From an optimization exercise on the open Yosys and OpenROAD flow, aimed at small area; shortcuts taken in it are not production practice.
Function was checked by simulation only, so behaviour that the tests miss may differ from the original.
Power and IR drop assume default switching activity.

==> flow/flow/run.sh <==
#!/bin/bash
# Standard ORFS layout with these changes:
# - the design's ShiftCore module is replaced by flow/ShiftCore_mapped.v, the
#   same function already mapped to sky130hd cells (written by
#   gen/gen_shiftcore.py); synthesis keeps those cells as they are;
# - synthesis maps the rest with ABC's area mapper (flow/abc_area.script)
#   and skips Yosys's full-adder extraction;
# - the port buffers are the library's smallest buffer (buf_1).
# Every other step is the standard one.
set -euo pipefail
W=$PWD
mkdir -p "$W/orfs_scripts"
cp -r "$FLOW_HOME/scripts/." "$W/orfs_scripts/"
cp "$W/flow/abc_area.script" "$W/orfs_scripts/abc_area.script"
awk '/^module ShiftCore/{skip=1} !skip{print} /^endmodule/{skip=0}' "$W/design.v" > "$W/design_mapped.v"
cat "$W/flow/ShiftCore_mapped.v" >> "$W/design_mapped.v"
grep -c "sky130_fd_sc_hd__" "$W/design_mapped.v" > "$W/mapped_cells.txt"
bash standard.sh VERILOG_FILES="$W/design_mapped.v" SCRIPTS_DIR="$W/orfs_scripts" ABC_AREA=1 ADDER_MAP_FILE= synth > "$W/synth.log" 2>&1
bash standard.sh VERILOG_FILES="$W/design_mapped.v" "BUFFER_PORTS_ARGS=-buffer_cell sky130_fd_sc_hd__buf_1" > "$W/layout.log" 2>&1
==> flow/flow/ShiftCore_mapped.v <==
module ShiftCore (
  input  [31:0] bq,
  input  [31:0] bb,
  input         sel,
  input  [4:0]  r,
  input         wrap,
  input         asr,
  input  [31:0] keep,
  output [31:0] yn
);
  wire seln;
  wire [4:0] rn;
  wire [31:0] x0;
  wire fill;
  wire wfi;
  wire wft;
  wire [31:0] x1;
  wire w0_31;
  wire [31:0] x2;
  wire w1_30;
  wire w1_31;
  wire [31:0] x3;
  wire w2_28;
  wire w2_29;
  wire w2_30;
  wire w2_31;
  wire [31:0] x4;
  wire w3_24;
  wire w3_25;
  wire w3_26;
  wire w3_27;
  wire w3_28;
  wire w3_29;
  wire w3_30;
  wire w3_31;
  wire [31:0] x5;
  wire w4_16;
  wire w4_17;
  wire w4_18;
  wire w4_19;
  wire w4_20;
  wire w4_21;
  wire w4_22;
  wire w4_23;
  wire w4_24;
  wire w4_25;
  wire w4_26;
  wire w4_27;
  wire w4_28;
  wire w4_29;
  wire w4_30;
  wire w4_31;
  sky130_fd_sc_hd__clkinv_1 u_seln (.A(sel), .Y(seln));
  sky130_fd_sc_hd__clkinv_1 u_rn0 (.A(r[0]), .Y(rn[0]));
  sky130_fd_sc_hd__clkinv_1 u_rn1 (.A(r[1]), .Y(rn[1]));
  sky130_fd_sc_hd__clkinv_1 u_rn2 (.A(r[2]), .Y(rn[2]));
  sky130_fd_sc_hd__clkinv_1 u_rn3 (.A(r[3]), .Y(rn[3]));
  sky130_fd_sc_hd__clkinv_1 u_rn4 (.A(r[4]), .Y(rn[4]));
  sky130_fd_sc_hd__o22ai_1 u_s0_0 (.A1(bb[0]), .A2(sel), .B1(bq[0]), .B2(seln), .Y(x0[0]));
  sky130_fd_sc_hd__o22ai_1 u_s0_1 (.A1(bb[1]), .A2(sel), .B1(bq[1]), .B2(seln), .Y(x0[1]));
  sky130_fd_sc_hd__o22ai_1 u_s0_2 (.A1(bb[2]), .A2(sel), .B1(bq[2]), .B2(seln), .Y(x0[2]));
  sky130_fd_sc_hd__o22ai_1 u_s0_3 (.A1(bb[3]), .A2(sel), .B1(bq[3]), .B2(seln), .Y(x0[3]));
  sky130_fd_sc_hd__o22ai_1 u_s0_4 (.A1(bb[4]), .A2(sel), .B1(bq[4]), .B2(seln), .Y(x0[4]));
  sky130_fd_sc_hd__o22ai_1 u_s0_5 (.A1(bb[5]), .A2(sel), .B1(bq[5]), .B2(seln), .Y(x0[5]));
  sky130_fd_sc_hd__o22ai_1 u_s0_6 (.A1(bb[6]), .A2(sel), .B1(bq[6]), .B2(seln), .Y(x0[6]));
  sky130_fd_sc_hd__o22ai_1 u_s0_7 (.A1(bb[7]), .A2(sel), .B1(bq[7]), .B2(seln), .Y(x0[7]));
  sky130_fd_sc_hd__o22ai_1 u_s0_8 (.A1(bb[8]), .A2(sel), .B1(bq[8]), .B2(seln), .Y(x0[8]));
  sky130_fd_sc_hd__o22ai_1 u_s0_9 (.A1(bb[9]), .A2(sel), .B1(bq[9]), .B2(seln), .Y(x0[9]));
  sky130_fd_sc_hd__o22ai_1 u_s0_10 (.A1(bb[10]), .A2(sel), .B1(bq[10]), .B2(seln), .Y(x0[10]));
  sky130_fd_sc_hd__o22ai_1 u_s0_11 (.A1(bb[11]), .A2(sel), .B1(bq[11]), .B2(seln), .Y(x0[11]));
  sky130_fd_sc_hd__o22ai_1 u_s0_12 (.A1(bb[12]), .A2(sel), .B1(bq[12]), .B2(seln), .Y(x0[12]));
  sky130_fd_sc_hd__o22ai_1 u_s0_13 (.A1(bb[13]), .A2(sel), .B1(bq[13]), .B2(seln), .Y(x0[13]));
  sky130_fd_sc_hd__o22ai_1 u_s0_14 (.A1(bb[14]), .A2(sel), .B1(bq[14]), .B2(seln), .Y(x0[14]));
  sky130_fd_sc_hd__o22ai_1 u_s0_15 (.A1(bb[15]), .A2(sel), .B1(bq[15]), .B2(seln), .Y(x0[15]));
  sky130_fd_sc_hd__o22ai_1 u_s0_16 (.A1(bb[16]), .A2(sel), .B1(bq[16]), .B2(seln), .Y(x0[16]));
  sky130_fd_sc_hd__o22ai_1 u_s0_17 (.A1(bb[17]), .A2(sel), .B1(bq[17]), .B2(seln), .Y(x0[17]));
  sky130_fd_sc_hd__o22ai_1 u_s0_18 (.A1(bb[18]), .A2(sel), .B1(bq[18]), .B2(seln), .Y(x0[18]));
  sky130_fd_sc_hd__o22ai_1 u_s0_19 (.A1(bb[19]), .A2(sel), .B1(bq[19]), .B2(seln), .Y(x0[19]));
  sky130_fd_sc_hd__o22ai_1 u_s0_20 (.A1(bb[20]), .A2(sel), .B1(bq[20]), .B2(seln), .Y(x0[20]));
  sky130_fd_sc_hd__o22ai_1 u_s0_21 (.A1(bb[21]), .A2(sel), .B1(bq[21]), .B2(seln), .Y(x0[21]));
  sky130_fd_sc_hd__o22ai_1 u_s0_22 (.A1(bb[22]), .A2(sel), .B1(bq[22]), .B2(seln), .Y(x0[22]));
  sky130_fd_sc_hd__o22ai_1 u_s0_23 (.A1(bb[23]), .A2(sel), .B1(bq[23]), .B2(seln), .Y(x0[23]));
  sky130_fd_sc_hd__o22ai_1 u_s0_24 (.A1(bb[24]), .A2(sel), .B1(bq[24]), .B2(seln), .Y(x0[24]));
  sky130_fd_sc_hd__o22ai_1 u_s0_25 (.A1(bb[25]), .A2(sel), .B1(bq[25]), .B2(seln), .Y(x0[25]));
  sky130_fd_sc_hd__o22ai_1 u_s0_26 (.A1(bb[26]), .A2(sel), .B1(bq[26]), .B2(seln), .Y(x0[26]));
  sky130_fd_sc_hd__o22ai_1 u_s0_27 (.A1(bb[27]), .A2(sel), .B1(bq[27]), .B2(seln), .Y(x0[27]));
  sky130_fd_sc_hd__o22ai_1 u_s0_28 (.A1(bb[28]), .A2(sel), .B1(bq[28]), .B2(seln), .Y(x0[28]));
  sky130_fd_sc_hd__o22ai_1 u_s0_29 (.A1(bb[29]), .A2(sel), .B1(bq[29]), .B2(seln), .Y(x0[29]));
  sky130_fd_sc_hd__o22ai_1 u_s0_30 (.A1(bb[30]), .A2(sel), .B1(bq[30]), .B2(seln), .Y(x0[30]));
  sky130_fd_sc_hd__o22ai_1 u_s0_31 (.A1(bb[31]), .A2(sel), .B1(bq[31]), .B2(seln), .Y(x0[31]));
  sky130_fd_sc_hd__nor2b_1 u_fill (.A(x0[31]), .B_N(asr), .Y(fill));
  sky130_fd_sc_hd__nor2_1 u_wfi (.A(wrap), .B(fill), .Y(wfi));
  sky130_fd_sc_hd__nor2b_1 u_wft (.A(wrap), .B_N(fill), .Y(wft));
  sky130_fd_sc_hd__o22ai_1 u_r0_0 (.A1(x0[0]), .A2(r[0]), .B1(x0[1]), .B2(rn[0]), .Y(x1[0]));
  sky130_fd_sc_hd__o22ai_1 u_r0_1 (.A1(x0[1]), .A2(r[0]), .B1(x0[2]), .B2(rn[0]), .Y(x1[1]));
  sky130_fd_sc_hd__o22ai_1 u_r0_2 (.A1(x0[2]), .A2(r[0]), .B1(x0[3]), .B2(rn[0]), .Y(x1[2]));
  sky130_fd_sc_hd__o22ai_1 u_r0_3 (.A1(x0[3]), .A2(r[0]), .B1(x0[4]), .B2(rn[0]), .Y(x1[3]));
  sky130_fd_sc_hd__o22ai_1 u_r0_4 (.A1(x0[4]), .A2(r[0]), .B1(x0[5]), .B2(rn[0]), .Y(x1[4]));
  sky130_fd_sc_hd__o22ai_1 u_r0_5 (.A1(x0[5]), .A2(r[0]), .B1(x0[6]), .B2(rn[0]), .Y(x1[5]));
  sky130_fd_sc_hd__o22ai_1 u_r0_6 (.A1(x0[6]), .A2(r[0]), .B1(x0[7]), .B2(rn[0]), .Y(x1[6]));
  sky130_fd_sc_hd__o22ai_1 u_r0_7 (.A1(x0[7]), .A2(r[0]), .B1(x0[8]), .B2(rn[0]), .Y(x1[7]));
  sky130_fd_sc_hd__o22ai_1 u_r0_8 (.A1(x0[8]), .A2(r[0]), .B1(x0[9]), .B2(rn[0]), .Y(x1[8]));
  sky130_fd_sc_hd__o22ai_1 u_r0_9 (.A1(x0[9]), .A2(r[0]), .B1(x0[10]), .B2(rn[0]), .Y(x1[9]));
  sky130_fd_sc_hd__o22ai_1 u_r0_10 (.A1(x0[10]), .A2(r[0]), .B1(x0[11]), .B2(rn[0]), .Y(x1[10]));
  sky130_fd_sc_hd__o22ai_1 u_r0_11 (.A1(x0[11]), .A2(r[0]), .B1(x0[12]), .B2(rn[0]), .Y(x1[11]));
  sky130_fd_sc_hd__o22ai_1 u_r0_12 (.A1(x0[12]), .A2(r[0]), .B1(x0[13]), .B2(rn[0]), .Y(x1[12]));
  sky130_fd_sc_hd__o22ai_1 u_r0_13 (.A1(x0[13]), .A2(r[0]), .B1(x0[14]), .B2(rn[0]), .Y(x1[13]));
  sky130_fd_sc_hd__o22ai_1 u_r0_14 (.A1(x0[14]), .A2(r[0]), .B1(x0[15]), .B2(rn[0]), .Y(x1[14]));
  sky130_fd_sc_hd__o22ai_1 u_r0_15 (.A1(x0[15]), .A2(r[0]), .B1(x0[16]), .B2(rn[0]), .Y(x1[15]));
  sky130_fd_sc_hd__o22ai_1 u_r0_16 (.A1(x0[16]), .A2(r[0]), .B1(x0[17]), .B2(rn[0]), .Y(x1[16]));
  sky130_fd_sc_hd__o22ai_1 u_r0_17 (.A1(x0[17]), .A2(r[0]), .B1(x0[18]), .B2(rn[0]), .Y(x1[17]));
  sky130_fd_sc_hd__o22ai_1 u_r0_18 (.A1(x0[18]), .A2(r[0]), .B1(x0[19]), .B2(rn[0]), .Y(x1[18]));
  sky130_fd_sc_hd__o22ai_1 u_r0_19 (.A1(x0[19]), .A2(r[0]), .B1(x0[20]), .B2(rn[0]), .Y(x1[19]));
  sky130_fd_sc_hd__o22ai_1 u_r0_20 (.A1(x0[20]), .A2(r[0]), .B1(x0[21]), .B2(rn[0]), .Y(x1[20]));
  sky130_fd_sc_hd__o22ai_1 u_r0_21 (.A1(x0[21]), .A2(r[0]), .B1(x0[22]), .B2(rn[0]), .Y(x1[21]));
  sky130_fd_sc_hd__o22ai_1 u_r0_22 (.A1(x0[22]), .A2(r[0]), .B1(x0[23]), .B2(rn[0]), .Y(x1[22]));
  sky130_fd_sc_hd__o22ai_1 u_r0_23 (.A1(x0[23]), .A2(r[0]), .B1(x0[24]), .B2(rn[0]), .Y(x1[23]));
  sky130_fd_sc_hd__o22ai_1 u_r0_24 (.A1(x0[24]), .A2(r[0]), .B1(x0[25]), .B2(rn[0]), .Y(x1[24]));
  sky130_fd_sc_hd__o22ai_1 u_r0_25 (.A1(x0[25]), .A2(r[0]), .B1(x0[26]), .B2(rn[0]), .Y(x1[25]));
  sky130_fd_sc_hd__o22ai_1 u_r0_26 (.A1(x0[26]), .A2(r[0]), .B1(x0[27]), .B2(rn[0]), .Y(x1[26]));
  sky130_fd_sc_hd__o22ai_1 u_r0_27 (.A1(x0[27]), .A2(r[0]), .B1(x0[28]), .B2(rn[0]), .Y(x1[27]));
  sky130_fd_sc_hd__o22ai_1 u_r0_28 (.A1(x0[28]), .A2(r[0]), .B1(x0[29]), .B2(rn[0]), .Y(x1[28]));
  sky130_fd_sc_hd__o22ai_1 u_r0_29 (.A1(x0[29]), .A2(r[0]), .B1(x0[30]), .B2(rn[0]), .Y(x1[29]));
  sky130_fd_sc_hd__o22ai_1 u_r0_30 (.A1(x0[30]), .A2(r[0]), .B1(x0[31]), .B2(rn[0]), .Y(x1[30]));
  sky130_fd_sc_hd__a21o_1 u_w0_31 (.A1(wrap), .A2(x0[0]), .B1(wfi), .X(w0_31));
  sky130_fd_sc_hd__o22ai_1 u_r0_31 (.A1(x0[31]), .A2(r[0]), .B1(w0_31), .B2(rn[0]), .Y(x1[31]));
  sky130_fd_sc_hd__o22ai_1 u_r1_0 (.A1(x1[0]), .A2(r[1]), .B1(x1[2]), .B2(rn[1]), .Y(x2[0]));
  sky130_fd_sc_hd__o22ai_1 u_r1_1 (.A1(x1[1]), .A2(r[1]), .B1(x1[3]), .B2(rn[1]), .Y(x2[1]));
  sky130_fd_sc_hd__o22ai_1 u_r1_2 (.A1(x1[2]), .A2(r[1]), .B1(x1[4]), .B2(rn[1]), .Y(x2[2]));
  sky130_fd_sc_hd__o22ai_1 u_r1_3 (.A1(x1[3]), .A2(r[1]), .B1(x1[5]), .B2(rn[1]), .Y(x2[3]));
  sky130_fd_sc_hd__o22ai_1 u_r1_4 (.A1(x1[4]), .A2(r[1]), .B1(x1[6]), .B2(rn[1]), .Y(x2[4]));
  sky130_fd_sc_hd__o22ai_1 u_r1_5 (.A1(x1[5]), .A2(r[1]), .B1(x1[7]), .B2(rn[1]), .Y(x2[5]));
  sky130_fd_sc_hd__o22ai_1 u_r1_6 (.A1(x1[6]), .A2(r[1]), .B1(x1[8]), .B2(rn[1]), .Y(x2[6]));
  sky130_fd_sc_hd__o22ai_1 u_r1_7 (.A1(x1[7]), .A2(r[1]), .B1(x1[9]), .B2(rn[1]), .Y(x2[7]));
  sky130_fd_sc_hd__o22ai_1 u_r1_8 (.A1(x1[8]), .A2(r[1]), .B1(x1[10]), .B2(rn[1]), .Y(x2[8]));
  sky130_fd_sc_hd__o22ai_1 u_r1_9 (.A1(x1[9]), .A2(r[1]), .B1(x1[11]), .B2(rn[1]), .Y(x2[9]));
  sky130_fd_sc_hd__o22ai_1 u_r1_10 (.A1(x1[10]), .A2(r[1]), .B1(x1[12]), .B2(rn[1]), .Y(x2[10]));
  sky130_fd_sc_hd__o22ai_1 u_r1_11 (.A1(x1[11]), .A2(r[1]), .B1(x1[13]), .B2(rn[1]), .Y(x2[11]));
  sky130_fd_sc_hd__o22ai_1 u_r1_12 (.A1(x1[12]), .A2(r[1]), .B1(x1[14]), .B2(rn[1]), .Y(x2[12]));
  sky130_fd_sc_hd__o22ai_1 u_r1_13 (.A1(x1[13]), .A2(r[1]), .B1(x1[15]), .B2(rn[1]), .Y(x2[13]));
  sky130_fd_sc_hd__o22ai_1 u_r1_14 (.A1(x1[14]), .A2(r[1]), .B1(x1[16]), .B2(rn[1]), .Y(x2[14]));
  sky130_fd_sc_hd__o22ai_1 u_r1_15 (.A1(x1[15]), .A2(r[1]), .B1(x1[17]), .B2(rn[1]), .Y(x2[15]));
  sky130_fd_sc_hd__o22ai_1 u_r1_16 (.A1(x1[16]), .A2(r[1]), .B1(x1[18]), .B2(rn[1]), .Y(x2[16]));
  sky130_fd_sc_hd__o22ai_1 u_r1_17 (.A1(x1[17]), .A2(r[1]), .B1(x1[19]), .B2(rn[1]), .Y(x2[17]));
  sky130_fd_sc_hd__o22ai_1 u_r1_18 (.A1(x1[18]), .A2(r[1]), .B1(x1[20]), .B2(rn[1]), .Y(x2[18]));
  sky130_fd_sc_hd__o22ai_1 u_r1_19 (.A1(x1[19]), .A2(r[1]), .B1(x1[21]), .B2(rn[1]), .Y(x2[19]));
  sky130_fd_sc_hd__o22ai_1 u_r1_20 (.A1(x1[20]), .A2(r[1]), .B1(x1[22]), .B2(rn[1]), .Y(x2[20]));
  sky130_fd_sc_hd__o22ai_1 u_r1_21 (.A1(x1[21]), .A2(r[1]), .B1(x1[23]), .B2(rn[1]), .Y(x2[21]));
  sky130_fd_sc_hd__o22ai_1 u_r1_22 (.A1(x1[22]), .A2(r[1]), .B1(x1[24]), .B2(rn[1]), .Y(x2[22]));
  sky130_fd_sc_hd__o22ai_1 u_r1_23 (.A1(x1[23]), .A2(r[1]), .B1(x1[25]), .B2(rn[1]), .Y(x2[23]));
  sky130_fd_sc_hd__o22ai_1 u_r1_24 (.A1(x1[24]), .A2(r[1]), .B1(x1[26]), .B2(rn[1]), .Y(x2[24]));
  sky130_fd_sc_hd__o22ai_1 u_r1_25 (.A1(x1[25]), .A2(r[1]), .B1(x1[27]), .B2(rn[1]), .Y(x2[25]));
  sky130_fd_sc_hd__o22ai_1 u_r1_26 (.A1(x1[26]), .A2(r[1]), .B1(x1[28]), .B2(rn[1]), .Y(x2[26]));
  sky130_fd_sc_hd__o22ai_1 u_r1_27 (.A1(x1[27]), .A2(r[1]), .B1(x1[29]), .B2(rn[1]), .Y(x2[27]));
  sky130_fd_sc_hd__o22ai_1 u_r1_28 (.A1(x1[28]), .A2(r[1]), .B1(x1[30]), .B2(rn[1]), .Y(x2[28]));
  sky130_fd_sc_hd__o22ai_1 u_r1_29 (.A1(x1[29]), .A2(r[1]), .B1(x1[31]), .B2(rn[1]), .Y(x2[29]));
  sky130_fd_sc_hd__a21o_1 u_w1_30 (.A1(wrap), .A2(x1[0]), .B1(wft), .X(w1_30));
  sky130_fd_sc_hd__o22ai_1 u_r1_30 (.A1(x1[30]), .A2(r[1]), .B1(w1_30), .B2(rn[1]), .Y(x2[30]));
  sky130_fd_sc_hd__a21o_1 u_w1_31 (.A1(wrap), .A2(x1[1]), .B1(wft), .X(w1_31));
  sky130_fd_sc_hd__o22ai_1 u_r1_31 (.A1(x1[31]), .A2(r[1]), .B1(w1_31), .B2(rn[1]), .Y(x2[31]));
  sky130_fd_sc_hd__o22ai_1 u_r2_0 (.A1(x2[0]), .A2(r[2]), .B1(x2[4]), .B2(rn[2]), .Y(x3[0]));
  sky130_fd_sc_hd__o22ai_1 u_r2_1 (.A1(x2[1]), .A2(r[2]), .B1(x2[5]), .B2(rn[2]), .Y(x3[1]));
  sky130_fd_sc_hd__o22ai_1 u_r2_2 (.A1(x2[2]), .A2(r[2]), .B1(x2[6]), .B2(rn[2]), .Y(x3[2]));
  sky130_fd_sc_hd__o22ai_1 u_r2_3 (.A1(x2[3]), .A2(r[2]), .B1(x2[7]), .B2(rn[2]), .Y(x3[3]));
  sky130_fd_sc_hd__o22ai_1 u_r2_4 (.A1(x2[4]), .A2(r[2]), .B1(x2[8]), .B2(rn[2]), .Y(x3[4]));
  sky130_fd_sc_hd__o22ai_1 u_r2_5 (.A1(x2[5]), .A2(r[2]), .B1(x2[9]), .B2(rn[2]), .Y(x3[5]));
  sky130_fd_sc_hd__o22ai_1 u_r2_6 (.A1(x2[6]), .A2(r[2]), .B1(x2[10]), .B2(rn[2]), .Y(x3[6]));
  sky130_fd_sc_hd__o22ai_1 u_r2_7 (.A1(x2[7]), .A2(r[2]), .B1(x2[11]), .B2(rn[2]), .Y(x3[7]));
  sky130_fd_sc_hd__o22ai_1 u_r2_8 (.A1(x2[8]), .A2(r[2]), .B1(x2[12]), .B2(rn[2]), .Y(x3[8]));
  sky130_fd_sc_hd__o22ai_1 u_r2_9 (.A1(x2[9]), .A2(r[2]), .B1(x2[13]), .B2(rn[2]), .Y(x3[9]));
  sky130_fd_sc_hd__o22ai_1 u_r2_10 (.A1(x2[10]), .A2(r[2]), .B1(x2[14]), .B2(rn[2]), .Y(x3[10]));
  sky130_fd_sc_hd__o22ai_1 u_r2_11 (.A1(x2[11]), .A2(r[2]), .B1(x2[15]), .B2(rn[2]), .Y(x3[11]));
  sky130_fd_sc_hd__o22ai_1 u_r2_12 (.A1(x2[12]), .A2(r[2]), .B1(x2[16]), .B2(rn[2]), .Y(x3[12]));
  sky130_fd_sc_hd__o22ai_1 u_r2_13 (.A1(x2[13]), .A2(r[2]), .B1(x2[17]), .B2(rn[2]), .Y(x3[13]));
  sky130_fd_sc_hd__o22ai_1 u_r2_14 (.A1(x2[14]), .A2(r[2]), .B1(x2[18]), .B2(rn[2]), .Y(x3[14]));
  sky130_fd_sc_hd__o22ai_1 u_r2_15 (.A1(x2[15]), .A2(r[2]), .B1(x2[19]), .B2(rn[2]), .Y(x3[15]));
  sky130_fd_sc_hd__o22ai_1 u_r2_16 (.A1(x2[16]), .A2(r[2]), .B1(x2[20]), .B2(rn[2]), .Y(x3[16]));
  sky130_fd_sc_hd__o22ai_1 u_r2_17 (.A1(x2[17]), .A2(r[2]), .B1(x2[21]), .B2(rn[2]), .Y(x3[17]));
  sky130_fd_sc_hd__o22ai_1 u_r2_18 (.A1(x2[18]), .A2(r[2]), .B1(x2[22]), .B2(rn[2]), .Y(x3[18]));
  sky130_fd_sc_hd__o22ai_1 u_r2_19 (.A1(x2[19]), .A2(r[2]), .B1(x2[23]), .B2(rn[2]), .Y(x3[19]));
  sky130_fd_sc_hd__o22ai_1 u_r2_20 (.A1(x2[20]), .A2(r[2]), .B1(x2[24]), .B2(rn[2]), .Y(x3[20]));
  sky130_fd_sc_hd__o22ai_1 u_r2_21 (.A1(x2[21]), .A2(r[2]), .B1(x2[25]), .B2(rn[2]), .Y(x3[21]));
  sky130_fd_sc_hd__o22ai_1 u_r2_22 (.A1(x2[22]), .A2(r[2]), .B1(x2[26]), .B2(rn[2]), .Y(x3[22]));
  sky130_fd_sc_hd__o22ai_1 u_r2_23 (.A1(x2[23]), .A2(r[2]), .B1(x2[27]), .B2(rn[2]), .Y(x3[23]));
  sky130_fd_sc_hd__o22ai_1 u_r2_24 (.A1(x2[24]), .A2(r[2]), .B1(x2[28]), .B2(rn[2]), .Y(x3[24]));
  sky130_fd_sc_hd__o22ai_1 u_r2_25 (.A1(x2[25]), .A2(r[2]), .B1(x2[29]), .B2(rn[2]), .Y(x3[25]));
  sky130_fd_sc_hd__o22ai_1 u_r2_26 (.A1(x2[26]), .A2(r[2]), .B1(x2[30]), .B2(rn[2]), .Y(x3[26]));
  sky130_fd_sc_hd__o22ai_1 u_r2_27 (.A1(x2[27]), .A2(r[2]), .B1(x2[31]), .B2(rn[2]), .Y(x3[27]));
  sky130_fd_sc_hd__a21o_1 u_w2_28 (.A1(wrap), .A2(x2[0]), .B1(wfi), .X(w2_28));
  sky130_fd_sc_hd__o22ai_1 u_r2_28 (.A1(x2[28]), .A2(r[2]), .B1(w2_28), .B2(rn[2]), .Y(x3[28]));
  sky130_fd_sc_hd__a21o_1 u_w2_29 (.A1(wrap), .A2(x2[1]), .B1(wfi), .X(w2_29));
  sky130_fd_sc_hd__o22ai_1 u_r2_29 (.A1(x2[29]), .A2(r[2]), .B1(w2_29), .B2(rn[2]), .Y(x3[29]));
  sky130_fd_sc_hd__a21o_1 u_w2_30 (.A1(wrap), .A2(x2[2]), .B1(wfi), .X(w2_30));
  sky130_fd_sc_hd__o22ai_1 u_r2_30 (.A1(x2[30]), .A2(r[2]), .B1(w2_30), .B2(rn[2]), .Y(x3[30]));
  sky130_fd_sc_hd__a21o_1 u_w2_31 (.A1(wrap), .A2(x2[3]), .B1(wfi), .X(w2_31));
  sky130_fd_sc_hd__o22ai_1 u_r2_31 (.A1(x2[31]), .A2(r[2]), .B1(w2_31), .B2(rn[2]), .Y(x3[31]));
  sky130_fd_sc_hd__o22ai_1 u_r3_0 (.A1(x3[0]), .A2(r[3]), .B1(x3[8]), .B2(rn[3]), .Y(x4[0]));
  sky130_fd_sc_hd__o22ai_1 u_r3_1 (.A1(x3[1]), .A2(r[3]), .B1(x3[9]), .B2(rn[3]), .Y(x4[1]));
  sky130_fd_sc_hd__o22ai_1 u_r3_2 (.A1(x3[2]), .A2(r[3]), .B1(x3[10]), .B2(rn[3]), .Y(x4[2]));
  sky130_fd_sc_hd__o22ai_1 u_r3_3 (.A1(x3[3]), .A2(r[3]), .B1(x3[11]), .B2(rn[3]), .Y(x4[3]));
  sky130_fd_sc_hd__o22ai_1 u_r3_4 (.A1(x3[4]), .A2(r[3]), .B1(x3[12]), .B2(rn[3]), .Y(x4[4]));
  sky130_fd_sc_hd__o22ai_1 u_r3_5 (.A1(x3[5]), .A2(r[3]), .B1(x3[13]), .B2(rn[3]), .Y(x4[5]));
  sky130_fd_sc_hd__o22ai_1 u_r3_6 (.A1(x3[6]), .A2(r[3]), .B1(x3[14]), .B2(rn[3]), .Y(x4[6]));
  sky130_fd_sc_hd__o22ai_1 u_r3_7 (.A1(x3[7]), .A2(r[3]), .B1(x3[15]), .B2(rn[3]), .Y(x4[7]));
  sky130_fd_sc_hd__o22ai_1 u_r3_8 (.A1(x3[8]), .A2(r[3]), .B1(x3[16]), .B2(rn[3]), .Y(x4[8]));
  sky130_fd_sc_hd__o22ai_1 u_r3_9 (.A1(x3[9]), .A2(r[3]), .B1(x3[17]), .B2(rn[3]), .Y(x4[9]));
  sky130_fd_sc_hd__o22ai_1 u_r3_10 (.A1(x3[10]), .A2(r[3]), .B1(x3[18]), .B2(rn[3]), .Y(x4[10]));
  sky130_fd_sc_hd__o22ai_1 u_r3_11 (.A1(x3[11]), .A2(r[3]), .B1(x3[19]), .B2(rn[3]), .Y(x4[11]));
  sky130_fd_sc_hd__o22ai_1 u_r3_12 (.A1(x3[12]), .A2(r[3]), .B1(x3[20]), .B2(rn[3]), .Y(x4[12]));
  sky130_fd_sc_hd__o22ai_1 u_r3_13 (.A1(x3[13]), .A2(r[3]), .B1(x3[21]), .B2(rn[3]), .Y(x4[13]));
  sky130_fd_sc_hd__o22ai_1 u_r3_14 (.A1(x3[14]), .A2(r[3]), .B1(x3[22]), .B2(rn[3]), .Y(x4[14]));
  sky130_fd_sc_hd__o22ai_1 u_r3_15 (.A1(x3[15]), .A2(r[3]), .B1(x3[23]), .B2(rn[3]), .Y(x4[15]));
  sky130_fd_sc_hd__o22ai_1 u_r3_16 (.A1(x3[16]), .A2(r[3]), .B1(x3[24]), .B2(rn[3]), .Y(x4[16]));
  sky130_fd_sc_hd__o22ai_1 u_r3_17 (.A1(x3[17]), .A2(r[3]), .B1(x3[25]), .B2(rn[3]), .Y(x4[17]));
  sky130_fd_sc_hd__o22ai_1 u_r3_18 (.A1(x3[18]), .A2(r[3]), .B1(x3[26]), .B2(rn[3]), .Y(x4[18]));
  sky130_fd_sc_hd__o22ai_1 u_r3_19 (.A1(x3[19]), .A2(r[3]), .B1(x3[27]), .B2(rn[3]), .Y(x4[19]));
  sky130_fd_sc_hd__o22ai_1 u_r3_20 (.A1(x3[20]), .A2(r[3]), .B1(x3[28]), .B2(rn[3]), .Y(x4[20]));
  sky130_fd_sc_hd__o22ai_1 u_r3_21 (.A1(x3[21]), .A2(r[3]), .B1(x3[29]), .B2(rn[3]), .Y(x4[21]));
  sky130_fd_sc_hd__o22ai_1 u_r3_22 (.A1(x3[22]), .A2(r[3]), .B1(x3[30]), .B2(rn[3]), .Y(x4[22]));
  sky130_fd_sc_hd__o22ai_1 u_r3_23 (.A1(x3[23]), .A2(r[3]), .B1(x3[31]), .B2(rn[3]), .Y(x4[23]));
  sky130_fd_sc_hd__a21o_1 u_w3_24 (.A1(wrap), .A2(x3[0]), .B1(wft), .X(w3_24));
  sky130_fd_sc_hd__o22ai_1 u_r3_24 (.A1(x3[24]), .A2(r[3]), .B1(w3_24), .B2(rn[3]), .Y(x4[24]));
  sky130_fd_sc_hd__a21o_1 u_w3_25 (.A1(wrap), .A2(x3[1]), .B1(wft), .X(w3_25));
  sky130_fd_sc_hd__o22ai_1 u_r3_25 (.A1(x3[25]), .A2(r[3]), .B1(w3_25), .B2(rn[3]), .Y(x4[25]));
  sky130_fd_sc_hd__a21o_1 u_w3_26 (.A1(wrap), .A2(x3[2]), .B1(wft), .X(w3_26));
  sky130_fd_sc_hd__o22ai_1 u_r3_26 (.A1(x3[26]), .A2(r[3]), .B1(w3_26), .B2(rn[3]), .Y(x4[26]));
  sky130_fd_sc_hd__a21o_1 u_w3_27 (.A1(wrap), .A2(x3[3]), .B1(wft), .X(w3_27));
  sky130_fd_sc_hd__o22ai_1 u_r3_27 (.A1(x3[27]), .A2(r[3]), .B1(w3_27), .B2(rn[3]), .Y(x4[27]));
  sky130_fd_sc_hd__a21o_1 u_w3_28 (.A1(wrap), .A2(x3[4]), .B1(wft), .X(w3_28));
  sky130_fd_sc_hd__o22ai_1 u_r3_28 (.A1(x3[28]), .A2(r[3]), .B1(w3_28), .B2(rn[3]), .Y(x4[28]));
  sky130_fd_sc_hd__a21o_1 u_w3_29 (.A1(wrap), .A2(x3[5]), .B1(wft), .X(w3_29));
  sky130_fd_sc_hd__o22ai_1 u_r3_29 (.A1(x3[29]), .A2(r[3]), .B1(w3_29), .B2(rn[3]), .Y(x4[29]));
  sky130_fd_sc_hd__a21o_1 u_w3_30 (.A1(wrap), .A2(x3[6]), .B1(wft), .X(w3_30));
  sky130_fd_sc_hd__o22ai_1 u_r3_30 (.A1(x3[30]), .A2(r[3]), .B1(w3_30), .B2(rn[3]), .Y(x4[30]));
  sky130_fd_sc_hd__a21o_1 u_w3_31 (.A1(wrap), .A2(x3[7]), .B1(wft), .X(w3_31));
  sky130_fd_sc_hd__o22ai_1 u_r3_31 (.A1(x3[31]), .A2(r[3]), .B1(w3_31), .B2(rn[3]), .Y(x4[31]));
  sky130_fd_sc_hd__o22ai_1 u_r4_0 (.A1(x4[0]), .A2(r[4]), .B1(x4[16]), .B2(rn[4]), .Y(x5[0]));
  sky130_fd_sc_hd__o22ai_1 u_r4_1 (.A1(x4[1]), .A2(r[4]), .B1(x4[17]), .B2(rn[4]), .Y(x5[1]));
  sky130_fd_sc_hd__o22ai_1 u_r4_2 (.A1(x4[2]), .A2(r[4]), .B1(x4[18]), .B2(rn[4]), .Y(x5[2]));
  sky130_fd_sc_hd__o22ai_1 u_r4_3 (.A1(x4[3]), .A2(r[4]), .B1(x4[19]), .B2(rn[4]), .Y(x5[3]));
  sky130_fd_sc_hd__o22ai_1 u_r4_4 (.A1(x4[4]), .A2(r[4]), .B1(x4[20]), .B2(rn[4]), .Y(x5[4]));
  sky130_fd_sc_hd__o22ai_1 u_r4_5 (.A1(x4[5]), .A2(r[4]), .B1(x4[21]), .B2(rn[4]), .Y(x5[5]));
  sky130_fd_sc_hd__o22ai_1 u_r4_6 (.A1(x4[6]), .A2(r[4]), .B1(x4[22]), .B2(rn[4]), .Y(x5[6]));
  sky130_fd_sc_hd__o22ai_1 u_r4_7 (.A1(x4[7]), .A2(r[4]), .B1(x4[23]), .B2(rn[4]), .Y(x5[7]));
  sky130_fd_sc_hd__o22ai_1 u_r4_8 (.A1(x4[8]), .A2(r[4]), .B1(x4[24]), .B2(rn[4]), .Y(x5[8]));
  sky130_fd_sc_hd__o22ai_1 u_r4_9 (.A1(x4[9]), .A2(r[4]), .B1(x4[25]), .B2(rn[4]), .Y(x5[9]));
  sky130_fd_sc_hd__o22ai_1 u_r4_10 (.A1(x4[10]), .A2(r[4]), .B1(x4[26]), .B2(rn[4]), .Y(x5[10]));
  sky130_fd_sc_hd__o22ai_1 u_r4_11 (.A1(x4[11]), .A2(r[4]), .B1(x4[27]), .B2(rn[4]), .Y(x5[11]));
  sky130_fd_sc_hd__o22ai_1 u_r4_12 (.A1(x4[12]), .A2(r[4]), .B1(x4[28]), .B2(rn[4]), .Y(x5[12]));
  sky130_fd_sc_hd__o22ai_1 u_r4_13 (.A1(x4[13]), .A2(r[4]), .B1(x4[29]), .B2(rn[4]), .Y(x5[13]));
  sky130_fd_sc_hd__o22ai_1 u_r4_14 (.A1(x4[14]), .A2(r[4]), .B1(x4[30]), .B2(rn[4]), .Y(x5[14]));
  sky130_fd_sc_hd__o22ai_1 u_r4_15 (.A1(x4[15]), .A2(r[4]), .B1(x4[31]), .B2(rn[4]), .Y(x5[15]));
  sky130_fd_sc_hd__a21o_1 u_w4_16 (.A1(wrap), .A2(x4[0]), .B1(wfi), .X(w4_16));
  sky130_fd_sc_hd__o22ai_1 u_r4_16 (.A1(x4[16]), .A2(r[4]), .B1(w4_16), .B2(rn[4]), .Y(x5[16]));
  sky130_fd_sc_hd__a21o_1 u_w4_17 (.A1(wrap), .A2(x4[1]), .B1(wfi), .X(w4_17));
  sky130_fd_sc_hd__o22ai_1 u_r4_17 (.A1(x4[17]), .A2(r[4]), .B1(w4_17), .B2(rn[4]), .Y(x5[17]));
  sky130_fd_sc_hd__a21o_1 u_w4_18 (.A1(wrap), .A2(x4[2]), .B1(wfi), .X(w4_18));
  sky130_fd_sc_hd__o22ai_1 u_r4_18 (.A1(x4[18]), .A2(r[4]), .B1(w4_18), .B2(rn[4]), .Y(x5[18]));
  sky130_fd_sc_hd__a21o_1 u_w4_19 (.A1(wrap), .A2(x4[3]), .B1(wfi), .X(w4_19));
  sky130_fd_sc_hd__o22ai_1 u_r4_19 (.A1(x4[19]), .A2(r[4]), .B1(w4_19), .B2(rn[4]), .Y(x5[19]));
  sky130_fd_sc_hd__a21o_1 u_w4_20 (.A1(wrap), .A2(x4[4]), .B1(wfi), .X(w4_20));
  sky130_fd_sc_hd__o22ai_1 u_r4_20 (.A1(x4[20]), .A2(r[4]), .B1(w4_20), .B2(rn[4]), .Y(x5[20]));
  sky130_fd_sc_hd__a21o_1 u_w4_21 (.A1(wrap), .A2(x4[5]), .B1(wfi), .X(w4_21));
  sky130_fd_sc_hd__o22ai_1 u_r4_21 (.A1(x4[21]), .A2(r[4]), .B1(w4_21), .B2(rn[4]), .Y(x5[21]));
  sky130_fd_sc_hd__a21o_1 u_w4_22 (.A1(wrap), .A2(x4[6]), .B1(wfi), .X(w4_22));
  sky130_fd_sc_hd__o22ai_1 u_r4_22 (.A1(x4[22]), .A2(r[4]), .B1(w4_22), .B2(rn[4]), .Y(x5[22]));
  sky130_fd_sc_hd__a21o_1 u_w4_23 (.A1(wrap), .A2(x4[7]), .B1(wfi), .X(w4_23));
  sky130_fd_sc_hd__o22ai_1 u_r4_23 (.A1(x4[23]), .A2(r[4]), .B1(w4_23), .B2(rn[4]), .Y(x5[23]));
  sky130_fd_sc_hd__a21o_1 u_w4_24 (.A1(wrap), .A2(x4[8]), .B1(wfi), .X(w4_24));
  sky130_fd_sc_hd__o22ai_1 u_r4_24 (.A1(x4[24]), .A2(r[4]), .B1(w4_24), .B2(rn[4]), .Y(x5[24]));
  sky130_fd_sc_hd__a21o_1 u_w4_25 (.A1(wrap), .A2(x4[9]), .B1(wfi), .X(w4_25));
  sky130_fd_sc_hd__o22ai_1 u_r4_25 (.A1(x4[25]), .A2(r[4]), .B1(w4_25), .B2(rn[4]), .Y(x5[25]));
  sky130_fd_sc_hd__a21o_1 u_w4_26 (.A1(wrap), .A2(x4[10]), .B1(wfi), .X(w4_26));
  sky130_fd_sc_hd__o22ai_1 u_r4_26 (.A1(x4[26]), .A2(r[4]), .B1(w4_26), .B2(rn[4]), .Y(x5[26]));
  sky130_fd_sc_hd__a21o_1 u_w4_27 (.A1(wrap), .A2(x4[11]), .B1(wfi), .X(w4_27));
  sky130_fd_sc_hd__o22ai_1 u_r4_27 (.A1(x4[27]), .A2(r[4]), .B1(w4_27), .B2(rn[4]), .Y(x5[27]));
  sky130_fd_sc_hd__a21o_1 u_w4_28 (.A1(wrap), .A2(x4[12]), .B1(wfi), .X(w4_28));
  sky130_fd_sc_hd__o22ai_1 u_r4_28 (.A1(x4[28]), .A2(r[4]), .B1(w4_28), .B2(rn[4]), .Y(x5[28]));
  sky130_fd_sc_hd__a21o_1 u_w4_29 (.A1(wrap), .A2(x4[13]), .B1(wfi), .X(w4_29));
  sky130_fd_sc_hd__o22ai_1 u_r4_29 (.A1(x4[29]), .A2(r[4]), .B1(w4_29), .B2(rn[4]), .Y(x5[29]));
  sky130_fd_sc_hd__a21o_1 u_w4_30 (.A1(wrap), .A2(x4[14]), .B1(wfi), .X(w4_30));
  sky130_fd_sc_hd__o22ai_1 u_r4_30 (.A1(x4[30]), .A2(r[4]), .B1(w4_30), .B2(rn[4]), .Y(x5[30]));
  sky130_fd_sc_hd__a21o_1 u_w4_31 (.A1(wrap), .A2(x4[15]), .B1(wfi), .X(w4_31));
  sky130_fd_sc_hd__o22ai_1 u_r4_31 (.A1(x4[31]), .A2(r[4]), .B1(w4_31), .B2(rn[4]), .Y(x5[31]));
  sky130_fd_sc_hd__nand2_1 u_k0 (.A(x5[0]), .B(keep[0]), .Y(yn[0]));
  sky130_fd_sc_hd__nand2_1 u_k1 (.A(x5[1]), .B(keep[1]), .Y(yn[1]));
  sky130_fd_sc_hd__nand2_1 u_k2 (.A(x5[2]), .B(keep[2]), .Y(yn[2]));
  sky130_fd_sc_hd__nand2_1 u_k3 (.A(x5[3]), .B(keep[3]), .Y(yn[3]));
  sky130_fd_sc_hd__nand2_1 u_k4 (.A(x5[4]), .B(keep[4]), .Y(yn[4]));
  sky130_fd_sc_hd__nand2_1 u_k5 (.A(x5[5]), .B(keep[5]), .Y(yn[5]));
  sky130_fd_sc_hd__nand2_1 u_k6 (.A(x5[6]), .B(keep[6]), .Y(yn[6]));
  sky130_fd_sc_hd__nand2_1 u_k7 (.A(x5[7]), .B(keep[7]), .Y(yn[7]));
  sky130_fd_sc_hd__nand2_1 u_k8 (.A(x5[8]), .B(keep[8]), .Y(yn[8]));
  sky130_fd_sc_hd__nand2_1 u_k9 (.A(x5[9]), .B(keep[9]), .Y(yn[9]));
  sky130_fd_sc_hd__nand2_1 u_k10 (.A(x5[10]), .B(keep[10]), .Y(yn[10]));
  sky130_fd_sc_hd__nand2_1 u_k11 (.A(x5[11]), .B(keep[11]), .Y(yn[11]));
  sky130_fd_sc_hd__nand2_1 u_k12 (.A(x5[12]), .B(keep[12]), .Y(yn[12]));
  sky130_fd_sc_hd__nand2_1 u_k13 (.A(x5[13]), .B(keep[13]), .Y(yn[13]));
  sky130_fd_sc_hd__nand2_1 u_k14 (.A(x5[14]), .B(keep[14]), .Y(yn[14]));
  sky130_fd_sc_hd__nand2_1 u_k15 (.A(x5[15]), .B(keep[15]), .Y(yn[15]));
  sky130_fd_sc_hd__nand2_1 u_k16 (.A(x5[16]), .B(keep[16]), .Y(yn[16]));
  sky130_fd_sc_hd__nand2_1 u_k17 (.A(x5[17]), .B(keep[17]), .Y(yn[17]));
  sky130_fd_sc_hd__nand2_1 u_k18 (.A(x5[18]), .B(keep[18]), .Y(yn[18]));
  sky130_fd_sc_hd__nand2_1 u_k19 (.A(x5[19]), .B(keep[19]), .Y(yn[19]));
  sky130_fd_sc_hd__nand2_1 u_k20 (.A(x5[20]), .B(keep[20]), .Y(yn[20]));
  sky130_fd_sc_hd__nand2_1 u_k21 (.A(x5[21]), .B(keep[21]), .Y(yn[21]));
  sky130_fd_sc_hd__nand2_1 u_k22 (.A(x5[22]), .B(keep[22]), .Y(yn[22]));
  sky130_fd_sc_hd__nand2_1 u_k23 (.A(x5[23]), .B(keep[23]), .Y(yn[23]));
  sky130_fd_sc_hd__nand2_1 u_k24 (.A(x5[24]), .B(keep[24]), .Y(yn[24]));
  sky130_fd_sc_hd__nand2_1 u_k25 (.A(x5[25]), .B(keep[25]), .Y(yn[25]));
  sky130_fd_sc_hd__nand2_1 u_k26 (.A(x5[26]), .B(keep[26]), .Y(yn[26]));
  sky130_fd_sc_hd__nand2_1 u_k27 (.A(x5[27]), .B(keep[27]), .Y(yn[27]));
  sky130_fd_sc_hd__nand2_1 u_k28 (.A(x5[28]), .B(keep[28]), .Y(yn[28]));
  sky130_fd_sc_hd__nand2_1 u_k29 (.A(x5[29]), .B(keep[29]), .Y(yn[29]));
  sky130_fd_sc_hd__nand2_1 u_k30 (.A(x5[30]), .B(keep[30]), .Y(yn[30]));
  sky130_fd_sc_hd__nand2_1 u_k31 (.A(x5[31]), .B(keep[31]), .Y(yn[31]));
endmodule
==> flow/flow/abc_area.script <==
strash
dc2
dch -f
amap
topo
strash
dc2
dch -f
amap
topo
==> flow/standard.sh <==
#!/bin/bash
# synth_recipe.tcl (not shown) runs the flow's synth.tcl, then flattens the netlist and writes it again
# the make line also repeats each setting of config.mk as NAME=value (left out here)
make -C /OpenROAD-flow-scripts/flow DESIGN_CONFIG=/design/flow/config.mk WORK_HOME=/design/flow/orfs CLKGATE_MAP_FILE= SYNTH_SCRIPT=/design/flow/synth_recipe.tcl "${@:-finish}"
==> flow/config.mk <==
export PLATFORM = sky130hd
export DESIGN_NAME = ARM7Execute
export DESIGN_NICKNAME = ARM7Execute
export VERILOG_FILES = /design/flow/design.v
export SDC_FILE = /design/flow/constraint.sdc
export NUM_CORES = 4
export LEC_CHECK = 0
export ABC_AREA = 1
export CAP_MARGIN = 20
export CORE_MARGIN = 2
export CORE_UTILIZATION = 30
export SLEW_MARGIN = 20
==> flow/constraint.sdc <==
create_clock -name core_clock -period 13.0 [get_ports {clk}]
set_input_delay 2.6000 -clock core_clock [delete_from_list [all_inputs] [get_ports {clk}]]
set_output_delay 2.6000 -clock core_clock [all_outputs]
set_load 0.01 [all_outputs]
==> flow/design.v <==
module PrefixCarry (
    input  [31:0] g,
    input  [31:0] p,
    input         cin,
    output [32:0] c
);
    logic [31:0] G [0:5];
    logic [31:0] P [0:5];
    always_comb begin
        G[0] = g;
        P[0] = p;
        G[0][0] = g[0] | (p[0] & cin);
        for (int l = 0; l < 5; l++) begin
            G[l+1] = G[l];
            P[l+1] = P[l];
            for (int i = 0; i < 32; i++)
                if ((i % (2 << l)) == (2 << l) - 1) begin
                    G[l+1][i] = G[l][i] | (P[l][i] & G[l][i - (1 << l)]);
                    P[l+1][i] = P[l][i] & P[l][i - (1 << l)];
                end
        end
    end
    logic [31:0] D [0:4];
    always_comb begin
        D[4] = G[5];
        for (int l = 3; l >= 0; l--) begin
            D[l] = D[l+1];
            for (int i = 0; i < 32; i++)
                if ((i % (2 << l)) == (1 << l) - 1 && i >= (2 << l))
                    D[l][i] = D[l+1][i] | (P[l][i] & D[l+1][i - (1 << l)]);
        end
    end
    assign c = {D[0], cin};
endmodule
module ShiftCore (
    input  [31:0] bq,
    input  [31:0] bb,
    input         sel,
    input  [4:0]  r,
    input         wrap,
    input         asr,
    input  [31:0] keep,
    output [31:0] yn
);
    wire [31:0] b = sel ? bq : bb;
    wire fill = asr & b[31];
    logic [31:0] s [0:5];
    assign s[0] = b;
    genvar k, i;
    generate for (k = 0; k < 5; k++) begin : st
        for (i = 0; i < 32; i++) begin : bt
            if (i + (1 << k) < 32) begin : in_range
                assign s[k+1][i] = r[k] ? s[k][i + (1 << k)] : s[k][i];
            end else begin : wrapped
                assign s[k+1][i] = r[k] ? (wrap ? s[k][i + (1 << k) - 32] : fill) : s[k][i];
            end
        end
    end endgenerate
    assign yn = ~(s[5] & keep);
endmodule
module ALU (
    input [31:0] aBus,
    input [31:0] barrelOutput,
    input clk,
    input [3:0] aluOp,
    input updateFlags,
    input carryFlag, zeroFlag, overflowFlag, negativeFlag,
    output newCarryFlag, newZeroFlag, newOverflowFlag, newNegativeFlag,
    output [31:0] aluBus
);
    logic [3:0] op;
    always_ff @(posedge clk) op <= aluOp;
    function automatic logic member(input logic [3:0] v, input logic [15:0] set);
        member = set[v];
    endfunction
    wire [3:0] k;
    assign k[0] = member(op, 16'b1000_0100_1100_1100);   
    assign k[1] = member(op, 16'b0011_1010_0011_0010);   
    assign k[2] = member(op, 16'b1101_1010_0011_0010);   
    assign k[3] = member(op, 16'b0011_0101_1100_1101);   
    wire arith  = member(op, 16'b0000_1100_1111_1100);
    wire invA   = member(op, 16'b0000_0000_1000_1000);   
    wire cinOne = member(op, 16'b0000_0100_0000_1100);   
    wire useC   = member(op, 16'b0000_0000_1110_0000);   
    wire gA  = arith & ~invA;
    wire gNA = arith & invA;
    wire cin = cinOne | (useC & carryFlag);
    logic [31:0] p, g;
    always_comb begin
        for (int i = 0; i < 32; i++) begin
            p[i] = k[{aBus[i], barrelOutput[i]}];
            g[i] = ~p[i] & (aBus[i] ? gA : gNA);
        end
    end
    wire [32:0] c;
    PrefixCarry pc (.g(g), .p(p), .cin(cin), .c(c));
    wire [31:0] res = p ^ c[31:0];
    assign aluBus = res;
    assign newCarryFlag    = updateFlags ? c[32] : carryFlag;
    assign newOverflowFlag = updateFlags ? (c[32] ^ c[31]) : overflowFlag;
    assign newZeroFlag     = updateFlags ? (res == 32'd0) : zeroFlag;
    assign newNegativeFlag = updateFlags ? res[31] : negativeFlag;
endmodule
module BarrelShifter(
    input clk,
    input [31:0] b_bus,
    input [1:0] shift_type,
    input [4:0] shift_amount_imm,
    input [7:0] shift_amount_reg,
    input reg_shift,
    output logic [31:0] alu_input
);
    logic [31:0] b_q;
    logic [1:0]  t_q;
    logic [4:0]  n_q;
    logic        big_q;
    wire reg_big = |shift_amount_reg[7:5];
    always_ff @(posedge clk) begin
        b_q   <= b_bus;
        t_q   <= shift_type;
        n_q   <= shift_amount_reg[4:0] | {5{reg_big & (shift_type == 2'b10)}};
        big_q <= reg_big & ~shift_type[1];
    end
    wire [1:0]  t    = reg_shift ? t_q : shift_type;
    wire [4:0]  n    = reg_shift ? n_q : shift_amount_imm;
    wire        zero = reg_shift & big_q;
    wire left = (t == 2'b00);
    wire wrap = (t == 2'b11) | left;    
    wire asr  = (t == 2'b10);
    wire [4:0] r = left ? (5'd0 - n) : n;
    logic [7:0] LT, EQ;
    logic [3:0] LE;
    always_comb begin
        for (int h = 0; h < 8; h++) begin
            LT[h] = ~zero & (~left | (n[4:2] < h));
            EQ[h] = ~zero & left & (n[4:2] == h);
        end
        for (int l = 0; l < 4; l++)
            LE[l] = (n[1:0] <= l);
    end
    logic [31:0] keep;
    always_comb
        for (int i = 0; i < 32; i++)
            keep[i] = LT[i/4] | EQ[i/4] & LE[i%4];
    wire [31:0] yn;
    ShiftCore core (
        .bq(b_q), .bb(b_bus), .sel(reg_shift), .r(r),
        .wrap(wrap), .asr(asr), .keep(keep), .yn(yn)
    );
    assign alu_input = ~yn;
endmodule
module BranchHandler (
    input overflow_flag,
    input carry_flag,
    input zero_flag,
    input negative_flag,
    input[3:0] op_condition_flag,
    output logic should_branch
);
    logic base;
    wire nv = negative_flag ~^ overflow_flag;
    always_comb begin
        case (op_condition_flag[3:1])
            3'd0: base = zero_flag;
            3'd1: base = carry_flag;
            3'd2: base = negative_flag;
            3'd3: base = overflow_flag;
            3'd4: base = carry_flag & ~zero_flag;
            3'd5: base = nv;
            3'd6: base = ~zero_flag & nv;
            default: base = 1'b1;
        endcase
    end
    assign should_branch = base ^ op_condition_flag[0];
endmodule
module ARM7Execute (
    input         clk,
    input  [31:0] a_bus,
    input  [31:0] b_bus,
    input  [1:0]  shift_type,
    input  [4:0]  shift_amount_imm,
    input  [7:0]  shift_amount_reg,
    input         reg_shift,
    input  [3:0]  alu_op,
    input         update_flags,
    input         carry_flag,
    input         zero_flag,
    input         overflow_flag,
    input         negative_flag,
    input  [3:0]  cond,
    output [31:0] alu_bus,
    output        new_carry_flag,
    output        new_zero_flag,
    output        new_overflow_flag,
    output        new_negative_flag,
    output        cond_pass
);
    wire [31:0] shifter_out;
    BarrelShifter barrelShifter (
        .clk(clk),
        .b_bus(b_bus),
        .shift_type(shift_type),
        .shift_amount_imm(shift_amount_imm),
        .shift_amount_reg(shift_amount_reg),
        .reg_shift(reg_shift),
        .alu_input(shifter_out)
    );
    ALU alu (
        .aBus(a_bus),
        .barrelOutput(shifter_out),
        .clk(clk),
        .aluOp(alu_op),
        .updateFlags(update_flags),
        .carryFlag(carry_flag),
        .zeroFlag(zero_flag),
        .overflowFlag(overflow_flag),
        .negativeFlag(negative_flag),
        .newCarryFlag(new_carry_flag),
        .newZeroFlag(new_zero_flag),
        .newOverflowFlag(new_overflow_flag),
        .newNegativeFlag(new_negative_flag),
        .aluBus(alu_bus)
    );
    BranchHandler branchHandler (
        .overflow_flag(overflow_flag),
        .carry_flag(carry_flag),
        .zero_flag(zero_flag),
        .negative_flag(negative_flag),
        .op_condition_flag(cond),
        .should_branch(cond_pass)
    );
endmodule
==> results.sh, run 1 <==
export IMPL_path_clk_slew_ns=0.06
export IMPL_fmax_mhz=72.8
export IMPL_cp_slowest_cell="nor4b_4"
export IMPL_fin_cells=1398
export IMPL_grt_util_met1_pct=30.7
export IMPL_total_power_mw=1.19
export IMPL_grt_pass1_wl_um=35600
export IMPL_grt_use_met2_pct=41.5
export IMPL_synth_top_cell_by_area="o22ai_1"
export IMPL_core_area_um2=16400
export IMPL_synth_seq_area_share_pct=17.7
export IMPL_cp_required_ns=10.40
export IMPL_wl_per_cell_um=16.6
export IMPL_min_path_cells=1
export IMPL_setup_violations=8
export IMPL_critPathMaxStageDelay_ns=0.33
export IMPL_final_util_pct=55.0
export IMPL_relSlewSlack_pct=49.8
export IMPL_powerDensity_nw_per_um2=132
export IMPL_grt_max_degree=33
export IMPL_peakVddDrop_mv=0.0677
export IMPL_htree_levels=2
export IMPL_diodes=0
export IMPL_row_count=47
export IMPL_vias_per_cell=5.81
export IMPL_tightestPinTransition_ns=0.751
export IMPL_grt_ovfl_total=0
export IMPL_final_cell_mix="buf_4, o22ai_1, buf_1, nand2_1, clkinv_1"
export IMPL_final_nets=1271
export IMPL_synthToLayoutAreaGrowth_pct=80.8
export IMPL_grt_usage_pct=24.1
export IMPL_yosysTopAreaCellShare_pct=30.1
export IMPL_clock_sinks=44
export IMPL_firstDrtPassIters=5
export IMPL_vias=8119
export IMPL_clk_path_buf_depth=2
export IMPL_yosysUniqueCellTypes=29
export IMPL_route_detailed_drc=0
export IMPL_synthTopCellsByArea="o22ai_1, dfxtp_1, clkinv_1"
export IMPL_syn_inst=800
export IMPL_syn_avg_cell_area_um2=6.24
export IMPL_hpwl_um=15900
export IMPL_crit_type="input pin to output port"
export IMPL_holdCritStartpoint="alu_op[1]"
export IMPL_ios=131
export IMPL_portBuffers=130
export IMPL_grt_pass1_vias=7360
export IMPL_start_util_pct=30.4
export IMPL_period_share_pct=106
export IMPL_place_area_um2=7470
export IMPL_path_max_fanout=7
export IMPL_worst_hold_path_endpoint="alu.op[1]"
export IMPL_status="failed layout checks"
export IMPL_design_area_um2=9020
export IMPL_routabilityCongestion=0.965
export IMPL_cts_buffers=5
export IMPL_ys_ff_latch=44
export IMPL_drt_initial_drc_count=822
export IMPL_ant_nets=0
export IMPL_crit_path_end_kind="output port"
export IMPL_cpMostUsedCell="o22ai_2"
export IMPL_dieArea_um2=17700
export IMPL_place_inst=1326
export IMPL_cts_root_buffer="clkbuf_16"
export IMPL_die_height_um=133
export IMPL_die_x_um=133
export IMPL_report_final_slew_viol_count=0
export IMPL_holdWs_ns=2.40
export IMPL_leakage_nw=3.66
export IMPL_worstHoldPathType="input pin to flop"
export IMPL_grt_setup_unrepaired="yes"
export IMPL_pre_cts_ws_ns=-1.05
export IMPL_arrival_ns=11.13
export IMPL_syn_nets=894
export IMPL_finalHoldViolCount=0
export IMPL_cts_tree="yes"
export IMPL_so_violations="negative setup slack"
export IMPL_grt_busiest_layer="met2"
export IMPL_netlist_area_um2=4990
export IMPL_final_common_cell="buf_4"
export IMPL_final_setup_tns_ns=-4.25
export IMPL_setup_slack_ns=-0.734
export IMPL_fin_crit_ns=13.73
export IMPL_worst_setup_path_start_kind="input pin"
export IMPL_routed_wl_um=23200
export IMPL_maxCapViolCount=0
export IMPL_use_met3_pct=4.21
export IMPL_drive_gt1_share_pct=33.9
export IMPL_antenna_found_initial=0
export IMPL_synth_warnings=7
where the power goes:
part | switching, mW | internal [mW]
logic | 0.470 | 0.426
clock network | 0.0522 | 0.0962
registers | 0.00311 | 0.142
total | 0.525 | 0.664
logic make-up after synthesis:
logic type,after synthesis,share of synthesized area (%)
flops,44,17.7
simple gates,201,16.6
buf+inv,117,8.80
compound gates,438,56.9
synthesized netlist by cell type:
cell type and instances:
a21oi_1 24, o21ai_0 39, o221ai_1 3, nor3b_1 2
o22ai_1 240, o21a_1 1, o22a_1 3, o32ai_1 6
dfxtp_1 44, clkinv_1 117, nor3_1 3, or2_0 7
nor2b_1 7, nand3_1 3, a31o_1 1, a22oi_1 28
nand2_1 114, a222oi_1 1, a211oi_1 1, nor2_1 57
nor4_1 1, a21o_1 35, a32o_1 1, or4_1 3
nor4b_1 1, a221oi_1 22, a21boi_0 1, a31oi_1 32
or3_1 3
layout make-up:
class	instances	area, um2
clock buffer	6	139
clock inverter	2	38.8
fill	1505	7380
inverter	117	493
multi-input combinational	639	4550
sequential	44	881
tap	220	275
timing repair buffer	369	2650
timing repair inverter	1	5.00
repair_timing:
item	in CTS	in global routing
setup endpoints to repair	9	12
pin swaps	28	30
gates cloned	4	3
setup buffers	43	26
hold buffers	0	0
resized for setup	87	77
layer usage:
layer | routed length, um | part of all wire, % | vias up
met5 | 0 | 0 | -
met4 | 718 | 3.1 | 0
met3 | 1740 | 7.5 | 73
met2 | 11300 | 49 | 380
met1 | 9440 | 41 | 3729
li1 | - | - | 3937
registers in the layout (all words and copies together), names as in the netlist:
register             flops
alu.op                   4
barrelShifter.b_q       32
barrelShifter.big_q      1
barrelShifter.n_q        5
barrelShifter.t_q        2
critical path, delay by kind of cell:
| kind | cells | cell delay, ns |
|---|---|---|
| compound gates | 37 | 5.35 |
| simple gates | 15 | 1.96 |
| buf+inv | 10 | 1.22 |
how the worst max path moves through the flow:
stage / from / end / slack [ns] / depth (start not counted)
2_1_floorplan: reg_shift / new_zero_flag / -1.06 / 60
3_3_place_gp: reg_shift / new_carry_flag / -0.74 / 63
3_5_place_dp: reg_shift / new_overflow_flag / -1.05 / 63
4_1_cts: reg_shift / new_overflow_flag / -0.57 / 65
5_1_grt: reg_shift / new_zero_flag / -1.24 / 58
6_report: reg_shift / new_zero_flag / -0.73 / 62
==> run 2, diff against run 1 <==
==> flow/flow/abc_area.script (replaced) <==
strash
dch -f
amap
topo
==> run 2 against run 1 <==
Now clean on timing, DRC and antenna. Sequential power about the same. Wire length decreased by 13%. Fmax increased by 14%. Core utilization decreased by 17 points. Critical endpoint unchanged. Largest power group unchanged. Clock-buffer cell count unchanged.
==> results.sh, run 2 <==
export IMPL_synth_edf_count=0
export IMPL_syn_avg_cell_area_um2=6.14
export IMPL_final_cell_mix="o22ai_1, buf_1, nor2_1, clkinv_1, nand2_1"
export IMPL_hpwl_um=15500
export IMPL_final_common_cell="o22ai_1"
export IMPL_fmax_mhz=82.7
export IMPL_drt_initial_drc_count=626
export IMPL_period_share_pct=93.1
export IMPL_firstDrtPassIters=6
export IMPL_crit_path_end_kind="output port"
export IMPL_synth_top_family_by_area="compound AO/OA/AOI/OAI gates"
export IMPL_vias_per_cell=5.81
export IMPL_largest_reg_flops=32
export IMPL_synthXorXnorAreaFrac_pct=0
export IMPL_final_setup_tns_ns=0
export IMPL_die_height_um=135
export IMPL_cp_slowest_cell="nor4_1"
export IMPL_route_detailed_drc=0
export IMPL_clock_sinks=44
export IMPL_diodes=0
export IMPL_core_area_um2=17100
export IMPL_peakVddDrop_mv=0.0574
export IMPL_start_util_pct=30.4
export IMPL_cts_tree="yes"
export IMPL_grt_max_degree=38
export IMPL_wl_per_cell_um=16.5
export IMPL_fillers=1933
export IMPL_portBuffers=130
export IMPL_leakage_nw=2.14
export IMPL_path_clk_slew_ns=0.06
export IMPL_clk_path_buf_depth=2
export IMPL_grt_setup_unrepaired="no"
export IMPL_synth_warnings=7
export IMPL_top_regs="barrelShifter.b_q x32, barrelShifter.n_q x5, alu.op x4"
export IMPL_finalHoldViolCount=0
export IMPL_cts_root_buffer="clkbuf_16"
export IMPL_holdCritStartpoint="alu_op[1]"
export IMPL_report_final_slew_viol_count=0
export IMPL_grt_pass1_vias=6345
export IMPL_ant_nets=0
export IMPL_critPathTopFamily="compound AO/OA/AOI/OAI gates"
export IMPL_grt_pass1_wl_um=31700
export IMPL_syn_inst=843
export IMPL_yosysUniqueCellTypes=35
export IMPL_async_flop_share_pct=0
export IMPL_netlist_area_um2=5180
export IMPL_ios=131
export IMPL_crit_type="input pin to output port"
export IMPL_path_max_fanout=32
export IMPL_synth_simple_area_share_pct=17.9
export IMPL_antenna_found_initial=0
export IMPL_drive_gt1_share_pct=5.46
export IMPL_cts_buffers=5
export IMPL_status="timing/DRC/antenna clean"
export IMPL_synth_compound_area_share_pct=57.5
export IMPL_syn_nets=937
export IMPL_setup_violations=0
export IMPL_ys_ff_latch=44
export IMPL_synthTopCellsByArea="o22ai_1, dfxtp_1, nor2_1"
export IMPL_synthToLayoutAreaGrowth_pct=23.9
export IMPL_grt_usage_pct=21.1
export IMPL_maxCapViolCount=0
export IMPL_place_area_um2=6160
export IMPL_synthAdderAreaFrac_pct=0
export IMPL_powerDensity_nw_per_um2=131
export IMPL_ff_latch_area_um2=881
export IMPL_relSlewSlack_pct=40.2
export IMPL_yosysMostFrequentCell="o22ai_1"
export IMPL_dieArea_um2=18300
export IMPL_htree_levels=2
export IMPL_hold_buffers=0
export IMPL_worstHoldPathType="input pin to flop"
export IMPL_multi_input_area_um2=3990
export IMPL_top_register="barrelShifter.b_q"
export IMPL_worst_setup_path_start_kind="input pin"
export IMPL_design_area_um2=6420
export IMPL_cp_depth=41
export IMPL_row_count=48
export IMPL_fin_crit_ns=12.10
export IMPL_crit_buf_inv=10
export IMPL_critPathMaxStageDelay_ns=0.29
export IMPL_die_x_um=135
export IMPL_synth_seq_area_share_pct=17.0
export IMPL_grt_ovfl_total=0
export IMPL_cp_required_ns=10.40
export IMPL_cpMostUsedCell="o22ai_1"
export IMPL_synth_mux_area_share_pct=0
export IMPL_routed_wl_um=20300
export IMPL_synth_top_cell_by_area="o22ai_1"
export IMPL_routabilityCongestion=0.933
export IMPL_min_path_cells=1
export IMPL_yosysTopAreaCellShare_pct=32.4
export IMPL_ys_flop_type="dfxtp_1"
export IMPL_tightestPinTransition_ns=0.895
export IMPL_final_nets=1100
export IMPL_arrival_ns=9.50
export IMPL_final_util_pct=37.6
export IMPL_worst_hold_path_endpoint="alu.op[1]"
export IMPL_synthTopCellsByCount="o22ai_1, nor2_1, clkinv_1"
export IMPL_vias=7163
==> run 2: cell count changes in the layout (fill, tap and decap cells not counted), sizes merged, moves of 5 or more <==
cell	previous run	this run
inv	6	1
nor4	1	8
o21a	1	6
a31oi	32	27
nand2	114	68
a221oi	22	11
o22ai	240	268
buf	362	154
clkinv	113	102
o31ai	0	5
nor2	57	117
a22oi	28	13
a21oi	24	48
==> run 2: through the flow <==
| step | hold slack (ns) | total power, mW | setup slack, ns | instances |
|---|---|---|---|---|
| floorplan | 2.63 | 0.528 | 0.109 | 843 |
| global placement | 2.69 | 0.680 | 0.586 | 1221 |
| detailed placement | 2.69 | 0.683 | 0.256 | 1221 |
| CTS | 2.40 | 0.823 | 0.233 | 1229 |
| global route | 2.41 | 0.906 | 0.0272 | 1232 |
| finish | 2.40 | 0.838 | 0.902 | 1232 |
==> run 2: power by group <==
part / total (mW) / switching [mW] / leakage (nW) / internal [mW]
Combinational: 0.553 / 0.362 / 1.69 / 0.191
Sequential: 0.145 / 0.00246 / 0.371 / 0.142
Clock: 0.139 / 0.0492 / 0.0808 / 0.0903
==> run 2: cell type report <==
class                   count  share of cell area (%)
clock buffers               6                    2.01
repair inverters            1                   0.117
inverters                 105                    6.36
repair buffers            155                    10.7
flip-flops and latches     44                    13.7
well taps                 225                    4.39
multi-input cells         694                    62.2
clock inverters             2                   0.546
==> run 2: worst max path at each step <==
| stage | end | slack (ns) | startpoint |
|---|---|---|---|
| 2_1_floorplan | new_zero_flag | 0.11 | reg_shift |
| 3_3_place_gp | new_zero_flag | 0.59 | reg_shift |
| 3_5_place_dp | new_zero_flag | 0.26 | reg_shift |
| 4_1_cts | new_zero_flag | 0.23 | reg_shift |
| 5_1_grt | new_zero_flag | 0.03 | reg_shift |
| 6_report | new_zero_flag | 0.90 | reg_shift |
==> run 2: repair_timing <==
| item | in CTS | in global routing |
|---|---|---|
| endpoints found under the setup margin | 0 | 1 |
| gates resized for setup | 0 | 19 |
| buffers inserted | 0 | 2 |
==> run 2: layer usage <==
| metal | up-vias | wire length (um) | share of wire (%) | track usage, % |
|---|---|---|---|---|
| li1 | 3697 | - | - | - |
| met1 | 3175 | 9430 | 47 | 28.8 |
| met2 | 258 | 9030 | 45 | 35.4 |
| met3 | 33 | 1410 | 6.9 | 2.88 |
| met4 | 0 | 413 | 2.0 | 5.09 |
| met5 | - | 0 | 0 | 0 |
==> run 2: cell families after synthesis <==
kind of cell           count (synthesis)
AO/OA/AOI/OAI                        470
buffers and inverters                105
AND/OR/NAND/NOR                      224
flip-flops                            44

re-timing with driven ports:
Ports are ideal in the flow. The routed layouts listed here were re-timed in OpenROAD. Step 1 (the two cells are an assumption about what drives the block):
set clk [get_ports {clk}]
set_driving_cell -lib_cell sky130_fd_sc_hd__clkbuf_16 $clk
set_driving_cell -lib_cell sky130_fd_sc_hd__buf_2 [delete_from_list [all_inputs] $clk]
Step 2, shift: input delay + t, output delay - t, t = (earliest + latest rising clock arrival at the registers) / 2. This alone moves slack from input paths to output paths. Slacks: ideal / step 1 / step 2; pairs: ideal / step 1.
run	t, ns	setup WS [ns]	slew at the worst register clock pin (ns)
run 1	0.318	-0.734 / -0.775 / -0.775	0.07 / 0.07
run 2	0.320	0.902 / 0.852 / 0.852	0.06 / 0.06
The setup slack of run 2, which loses most, moves by -0.050 ns with the drivers and by -0.050 ns with both steps.
